This design comes from an exercise in tuning for small area on the open sky130 flow, not from production work.
The RTL was checked by simulation tests, not by an equivalence proof against the original design.
No activity file was given, so power comes from the tool's default toggle rates.

===== flow/config.mk =====
export PLATFORM = sky130hd
export DESIGN_NAME = top_motor
export DESIGN_NICKNAME = top_motor
export VERILOG_FILES = /design/flow/design.v
export SDC_FILE = /design/flow/constraint.sdc
export NUM_CORES = 4
export LEC_CHECK = 0
export CAP_MARGIN = 20
export CORE_MARGIN = 2
export CORE_UTILIZATION = 40
export SLEW_MARGIN = 20

===== flow/constraint.sdc =====
create_clock -name core_clock -period 10.0 [get_ports {i_clk}]
set_input_delay 2.0000 -clock core_clock [delete_from_list [all_inputs] [get_ports {i_clk}]]
set_output_delay 2.0000 -clock core_clock [all_outputs]
set_load 0.01 [all_outputs]

===== flow/design.v =====
`timescale 1ns / 1ps
module clock_divider(
    input i_clk, i_reset,
    output o_clk,
    output o_tick
    );
    reg [5:0] r_counter;
    reg r_clk;
    assign o_clk = r_clk;
    assign o_tick = (r_counter == 49) && !r_clk;
    always @(posedge i_clk or posedge i_reset) begin
        if(i_reset) begin
            r_counter <= 0;
            r_clk <= 1'b0;
        end
        else begin
            if(r_counter == 49) begin
                r_counter <= 0;
                r_clk <= ~r_clk;
            end
            else r_counter <= r_counter + 1;
        end
    end
endmodule
`timescale 1ns / 1ps
module clock_counter(
    input i_clk, i_reset, i_en,
    output [9:0] o_counter
    );
    reg [9:0] r_counter;
    assign o_counter = r_counter;
    always @(posedge i_clk or posedge i_reset) begin
        if(i_reset) begin
            r_counter <= 0;
        end
        else if(i_en) begin
            if(r_counter == 999) begin
                r_counter <= 0;
            end
            else r_counter <= r_counter + 1;
        end
    end
endmodule
`timescale 1ns / 1ps
module PWM(
    input [9:0] i_counter,
    output [3:0] o_pwm
    );
    assign o_pwm[0] = (i_counter < 300) ? 1'b1 : 1'b0;
    assign o_pwm[1] = (i_counter < 600) ? 1'b1 : 1'b0;
    assign o_pwm[2] = (i_counter < 800) ? 1'b1 : 1'b0;
    assign o_pwm[3] = (i_counter < 999) ? 1'b1 : 1'b0;
endmodule
`timescale 1ns / 1ps
module MUX_4x1(
    input [3:0] i_pwm,
    input [2:0] i_pwm_state,
    output o_pwm
    );
    reg r_pwm;
    assign o_pwm = r_pwm;
    always @(*) begin
        r_pwm <= 1'b0;
        case(i_pwm_state)
            3'b000 : r_pwm <= 1'b0;
            3'b001 : r_pwm <= i_pwm[0];
            3'b010 : r_pwm <= i_pwm[1];
            3'b011 : r_pwm <= i_pwm[2];
            3'b100 : r_pwm <= i_pwm[3];
        endcase
    end
endmodule
`timescale 1ns / 1ps
module clock_divider_FND(
    input i_clk, i_reset,
    output o_clk
    );
    reg r_clk;
    reg [15:0] r_counter;
    assign o_clk = r_clk;
    always @(posedge i_clk or posedge i_reset) begin
        if(i_reset) begin
            r_clk <= 1'b0;
            r_counter <= 0;
        end
        else begin
            if(r_counter == 49999) begin
                r_counter <= 0;
                r_clk <= ~r_clk;
            end
            else r_counter <= r_counter + 1;
        end
    end
endmodule
`timescale 1ns / 1ps
module button(
    input i_clk, i_reset, i_en, i_button,
    output o_button
    );
    parameter TRUE = 1'b1, FALSE = 1'b0, DEBOUNCE = 5_000,
                RELEASED = 1'b0, PUSHED = 1'b1;
    reg [31:0] r_counter;
    reg r_button, prevState;
    assign o_button = r_button;
    always @(posedge i_clk or posedge i_reset) begin
        if(i_reset) begin
            r_button <= FALSE;
            prevState <= RELEASED;
            r_counter <= 0;
        end
        else if(i_en) begin
            if(i_button == PUSHED && prevState == RELEASED &&  r_counter < DEBOUNCE) begin
                r_counter <= r_counter + 1;
                r_button <= FALSE;
            end
            else if(i_button == PUSHED && prevState == RELEASED && DEBOUNCE == r_counter) begin
                prevState <= PUSHED;
                r_counter <= 0;
                r_button <= FALSE;
            end
            else if(i_button == RELEASED && prevState == PUSHED && r_counter < DEBOUNCE) begin
                r_counter <= r_counter + 1;
                r_button <= FALSE;
            end
            else if(i_button == RELEASED && prevState == PUSHED && DEBOUNCE == r_counter) begin
                r_counter <= 0;
                prevState <= RELEASED;
                r_button <= TRUE;
            end
            else r_button <= FALSE;
        end
    end
endmodule
`timescale 1ns / 1ps
module FSM_motor(
    input [2:0] i_button,
    input i_reset, i_clk, i_en,
    output [2:0] o_pwm_state
    );
    parameter TRUE = 1'b1, FALSE = 1'b0;
    parameter PWM0 = 3'b000, PWM1 = 3'b001, PWM2 = 3'b010, PWM3 = 3'b011, PWM4 = 3'b100;
    reg [2:0] curState, nextState, r_pwm_state;
    assign o_pwm_state = r_pwm_state;
    always @(posedge i_clk or posedge i_reset) begin
        if(i_reset) begin
            curState <= PWM0;
        end
        else if(i_en) curState <= nextState;
    end
    always @(*) begin
        case (curState)
            PWM0:
            if(i_button[0] == TRUE) begin
                 nextState <= PWM1;
            end
            else nextState <= PWM0;
            PWM1:
            if(i_button[0] == TRUE) begin
                nextState <= PWM2;
            end
            else if(i_button[1] == TRUE) begin
                nextState <= PWM0;
            end
            else if(i_button[2] == TRUE) begin
                nextState <= PWM0;
            end
            else nextState <= PWM1;
            PWM2:
            if(i_button[0] == TRUE) begin
                nextState <= PWM3;
            end
            else if(i_button[1] == TRUE) begin
                nextState <= PWM1;
            end
            else if(i_button[2] == TRUE) begin
                nextState <= PWM0;
            end
            else nextState <= PWM2;
            PWM3:
            if(i_button[0] == TRUE) begin
                nextState <= PWM4;
            end
            else if(i_button[1] == TRUE) begin
                nextState <= PWM2;
            end
            else if(i_button[2] == TRUE) begin
                nextState <= PWM0;
            end
            else nextState <= PWM3;
            PWM4:
            if(i_button[0] == TRUE) begin
                nextState <= PWM4;
            end
            else if(i_button[1] == TRUE) begin
                nextState <= PWM3;
            end
            else if(i_button[2] == TRUE) begin
                nextState <= PWM0;
            end
            else nextState <= PWM4;
            default: nextState <= PWM0;
        endcase
    end
    always @(*) begin
        case (curState)
            PWM0 : r_pwm_state <= 3'b000;
            PWM1 : r_pwm_state <= 3'b001;
            PWM2 : r_pwm_state <= 3'b010;
            PWM3 : r_pwm_state <= 3'b011;
            PWM4 : r_pwm_state <= 3'b100;
            default: r_pwm_state <= 3'b000;
        endcase
    end
endmodule
`timescale 1ns / 1ps
module display_led_state(
    input [2:0] i_pwm_state,
    output [3:0] o_Led
    );
    reg [3:0] r_Led;
    assign o_Led = r_Led;
    always @(*) begin
        case(i_pwm_state)
            3'b000 : r_Led <= 4'b0000;
            3'b001 : r_Led <= 4'b1000;
            3'b010 : r_Led <= 4'b1100;
            3'b011 : r_Led <= 4'b1110;
            3'b100 : r_Led <= 4'b1111;
            default: r_Led <= 4'b0000;
        endcase
    end
endmodule
`timescale 1ns / 1ps
module display_fnd_state(
    input [2:0] i_pwm_state,
    output [3:0] o_Fnd
    );
    reg [3:0] r_Fnd;
    assign o_Fnd = r_Fnd;
    always @(*) begin
        case(i_pwm_state)
            3'b000 : r_Fnd <= 4'd0;
            3'b001 : r_Fnd <= 4'd1;
            3'b010 : r_Fnd <= 4'd2;
            3'b011 : r_Fnd <= 4'd3;
            3'b100 : r_Fnd <= 4'd4;
            default: r_Fnd <= 4'd0;
        endcase
    end
endmodule
`timescale 1ns / 1ps
module FND_position_decoder(
    input i_clk,
    output o_position
    );
    assign o_position = 1'b0;
endmodule
`timescale 1ns / 1ps
module BCDtoFND_decoder(
    input i_reset,
    input [3:0] i_Fnd,
    output [7:0] o_font
    );
    reg [7:0] r_font;
    assign o_font = r_font;
    always @(*) begin
        if(i_reset) begin
            r_font <= 8'hff;
        end
        else begin
            case (i_Fnd)
                4'h0 : r_font <= 8'hc0;
                4'h1 : r_font <= 8'hf9;
                4'h2 : r_font <= 8'ha4;
                4'h3 : r_font <= 8'hb0;
                4'h4 : r_font <= 8'h99;
                4'h5 : r_font <= 8'h92;
                4'h6 : r_font <= 8'h82;
                4'h7 : r_font <= 8'hf8;
                4'h8 : r_font <= 8'h80;
                4'h9 : r_font <= 8'h90;
                4'ha : r_font <= 8'h7f;
                default: r_font <= 8'hff;
            endcase
        end
    end
endmodule
`timescale 1ns / 1ps
module top_motor(
    input i_clk, i_reset,
    input [2:0] i_button,
    output o_pwm,
    output [3:0] o_Led,
    output [7:0] o_font,
    output o_position
    );
    wire w_clk_1MHz;
    wire w_tick_1MHz;
    wire [2:0] w_pwm_state;
    clock_divider clk_div(
    .i_clk(i_clk),
    .i_reset(i_reset),
    .o_clk(w_clk_1MHz),
    .o_tick(w_tick_1MHz)
    );
    wire [9:0] w_counter_pwm;
    clock_counter clk_cnt(
    .i_clk(i_clk),
    .i_reset(i_reset),
    .i_en(w_tick_1MHz),
    .o_counter(w_counter_pwm)
    );
    wire [3:0] w_pwm;
    PWM pwm(
    .i_counter(w_counter_pwm),
    .o_pwm(w_pwm)
    );
    MUX_4x1 mux_4x1(
    .i_pwm(w_pwm),
    .i_pwm_state(w_pwm_state),
    .o_pwm(o_pwm)
    );
    wire w_clk_1kHz;
    clock_divider_FND clk_div_fnd(
    .i_clk(i_clk),
    .i_reset(i_reset),
    .o_clk(w_clk_1kHz)
    );
    wire [2:0] w_button;
    button upButton(
    .i_clk(i_clk),
    .i_reset(i_reset),
    .i_en(w_tick_1MHz),
    .i_button(i_button[0]),
    .o_button(w_button[0])
    );
    button downButton(
    .i_clk(i_clk),
    .i_reset(i_reset),
    .i_en(w_tick_1MHz),
    .i_button(i_button[1]),
    .o_button(w_button[1])
    );
    button offButton(
    .i_clk(i_clk),
    .i_reset(i_reset),
    .i_en(w_tick_1MHz),
    .i_button(i_button[2]),
    .o_button(w_button[2])
    );
    FSM_motor fsm_motor(
    .i_button(w_button),
    .i_reset(i_reset),
    .i_clk(i_clk),
    .i_en(w_tick_1MHz),
    .o_pwm_state(w_pwm_state)
    );
    wire [3:0] w_Fnd;
    display_led_state display_led_state(
    .i_pwm_state(w_pwm_state),
    .o_Led(o_Led)
    );
    display_fnd_state display_fnd_state(
    .i_pwm_state(w_pwm_state),
    .o_Fnd(w_Fnd)
    );
    FND_position_decoder FND_position(
    .i_clk(w_clk_1kHz),
    .o_position(o_position)
    );
    BCDtoFND_decoder BCDtoFND_decoder(
        .i_reset(i_reset),
    .i_Fnd(w_Fnd),
    .o_font(o_font)
    );
endmodule

===== flow/run.sh =====
#!/bin/bash
# synth_recipe.tcl (not shown) runs the flow's synth.tcl, then flattens the netlist and writes it again
# the make line also repeats each setting of config.mk as NAME=value (left out here)
make -C /OpenROAD-flow-scripts/flow DESIGN_CONFIG=/design/flow/config.mk WORK_HOME=/design/flow/orfs CLKGATE_MAP_FILE= SYNTH_SCRIPT=/design/flow/synth_recipe.tcl finish

==> results.cfg <==
[run_status]
status = no timing/DRC/antenna violations

[die]
row_count = 43
coreArea_um2 = 13800
io_pins = 19
die-area_um2 = 15000
die_h_um = 123
die_width_um = 123
start_util = 0.406

[power_and_ir_drop]
clkPwrFrac = 0.540
power_switching_w = 0.000222
comb_power_share = 0.023
swShare = 0.196
p_leak_nw = 3.04
power.internal_w = 0.000909
irDropWorstVdd_uv = 126
pwr-share-seq = 0.438
power.density_nw_per_um2 = 178

[timing]
rsz0062_at_grt = no
fin_worst_skew_ns = 0.0119
worstMarginPinSlew_ns = 0.846
layout_setup_ws_ns = 4.22
setup-violations-final = 0
slew_violations = 0
fmax_mhz = 173
fin_crit_sh = 0.578
max_slew_margin = 0.431
period_needed_ns = 5.78
tns_ns = 0
hold_viol_final = 0

[logic_synthesis]
yosys-top-cells-count = dfrtp_1, clkbuf_1, nand2_1
yosysTopAreaCellShare = 0.543
syn_area_per_cell_um2 = 10.1
yosys.area.top_type = dfrtp_1
synthCells = 554
synth-seq-area-share = 0.543
synth-seq-cells = 122
synth-edff-count = 0
synthTopCellsByArea = dfrtp_1, clkbuf_1, xnor2_1
synth_cell_types = 55
ys.flop_type = dfrtp_1
syn_area_um2 = 5620
synthArstFlopShare = 1.00
yosys_warnings = 9
yosysMostFrequentCell = dfrtp_1
syn_nets = 573

[clock_tree]
htree_levels = 4
clkSinkCount = 122
cts_resized = 0
cts_root_buf = clkbuf_16
hold_buffers = 0
cts_tree = yes
clkLatencyLatePin_ns = 0.42
path_clk_slew_ns = 0.05
cts_setup_buffers = 0
cts.path.max_buffers = 2
numCtsBuffers = 17

[routing]
final_antenna_net_count = 0
viasPerCell = 5.26
num_vias = 3753
dr.pass1.iters = 5
drc = 0
drt_iter0_drc = 312
wl_per_cell_um = 13.7
wl_um = 9770

[layout]
fin_nets = 540
syn_to_final_growth_pct = 13.0
multi_input_area_um2 = 2230
regArea_um2 = 3050
nFillCells = 1233
n_antenna_cell = 0
drive_gt1_frac = 0.0807
final_core_util = 0.459

[global_routing]
grt_pass1_vias = 3602
grt_pass1_wl_um = 17200
grt-ovfl-total = 0
antenna_found_initial = 0
grt_max_degree = 67
grtUsageTotal = 0.147

[worst_setup_path]
worst_setup_path_start_kind = input pin
worstPathRequired_ns = 8.00
crit_type = input pin to output port
path_max_fanout = 66
worstPathArrival_ns = 3.78
endpoint_kind = output port

[placed_design]
pre_cts_ws_ns = 4.13
gp_congestion = 0.791
io_buffers = 16
dp_hpwl_um = 6600

[min_path]
hp-class = flip-flop to flip-flop

[flow_run]
drv_cap = 0
worst max-delay path, cell delays in order:
cell and delay, ns:
clkdlybuf4s50_1 0.47, inv_4 0.58, o21ai_0 0.20, clkdlybuf4s50_1 0.52
metal layers:
layer,GRT usage,vias to the layer above,routed length [um]
met1,0.205,1808,4930
li1,-,1868,-
met4,0.0675,0,157
met3,0.0446,10,369
met5,0,-,0
met2,0.211,67,4320
area by class of cell:
cell class / instances / share of cell area
clock buffer: 22 / 0.0747
clock inverter: 9 / 0.0189
inverter: 15 / 0.00926
multi-input combinational: 346 / 0.352
sequential: 122 / 0.481
tap: 180 / 0.0355
timing repair buffer: 19 / 0.0288
power by group through the flow:
stage / clock (W) / sequential (W) / combinational [W]
final: 0.000610 / 0.000495 / 0.0000255
after global routing: 0.000650 / 0.000494 / 0.0000298
after CTS: 0.000628 / 0.000495 / 0.0000266
after detailed placement: 0 / 0.000503 / 0.0000264
after global placement: 0 / 0.000503 / 0.0000259
after floorplan: 0 / 0.000503 / 0.0000174
final timing paths:
kind                                         start  cells past startpoint  slack (ns)                 endpoint
min reg2reg                offButton.r_counter[18]                      0        0.37  offButton.r_counter[18]
max reg2reg                   clk_div.r_counter[1]                      8        7.55    upButton.r_counter[0]
min in group asynchronous                  i_reset                      2        2.13  downButton.r_counter[4]
max in group asynchronous                  i_reset                      3        6.64     clk_div.r_counter[4]
max                                        i_reset                      4        4.22                o_font[6]
min                        offButton.r_counter[18]                      0        0.37  offButton.r_counter[18]
cell usage in the layout, fill, tap and decap left out, types with 6 or more instances in the layout:
cell type,Yosys,routed
a21oi_1,17,17
ha_1,14,14
nor2_1,32,32
xnor2_1,21,21
clkdlybuf4s50_1,0,16
nor4_1,25,25
nand2_1,38,38
clkinv_2,0,6
and3_1,12,12
dfrtp_1,122,122
nand4_1,22,22
xor2_1,10,10
and4_1,6,6
nor3_1,19,19
inv_1,15,14
nand3_1,23,23
o21ai_0,23,23
or4_1,7,7
clkbuf_16,0,17
metrics by stage:
stage / instance area (um^2) / std cells / power (W) / hold slack (ns)
global placement: 5750 / 682 / 0.000529 / 0.357
finish: 6350 / 713 / 0.00113 / 0.367
floorplan: 5620 / 554 / 0.000521 / 0.421
global route: 6350 / 713 / 0.00117 / 0.378
detailed placement: 5750 / 682 / 0.000530 / 0.358
CTS: 6350 / 713 / 0.00115 / 0.370
cell families after synthesis:
| family | share of synthesized area |
|---|---|
| compound gates | 0.0793 |
| xor+xnor | 0.0483 |
| fa+ha+maj | 0.0312 |
| buf+inv | 0.0592 |
| flops | 0.543 |
| mux | 0.0149 |
| other cells | 0.00134 |
| simple gates | 0.223 |
state kept, by name, indices dropped and copies added, names as in the netlist, 3 cells and up:
signal,cells
downButton.r_counter,32
clk_cnt.r_counter,10
clk_div.r_counter,6
upButton.r_counter,32
fsm_motor.curState,3
offButton.r_counter,32

static timing again, ports no longer ideal:
How much do the figures lean on ideal ports? The routed layout below was timed once more, with nothing changed but the port constraints.
Step 1 assumes that a clkbuf_16 drives the clock port and a buf_2 every other input.
Step 2 adds t to the input delays and takes it off the output delays; t is the mean of the earliest and latest rising clock arrival at the registers after step 1. Input paths then give back, and output paths get back, about the clock's delay inside the block.
Three values: ideal, step 1, step 2; two values: the first two.
shift t [ns]: 0.452
slack for setup (ns): 4.224 / 4.201 / 4.201
hold WS [ns]: 0.367 / 0.367 / 0.367
clock arrival spread, ns: 0.014 / 0.013
After both steps this run still meets setup and hold. For this run, drivers alone change the setup slack by -0.023 ns; drivers and shift together by -0.023 ns.
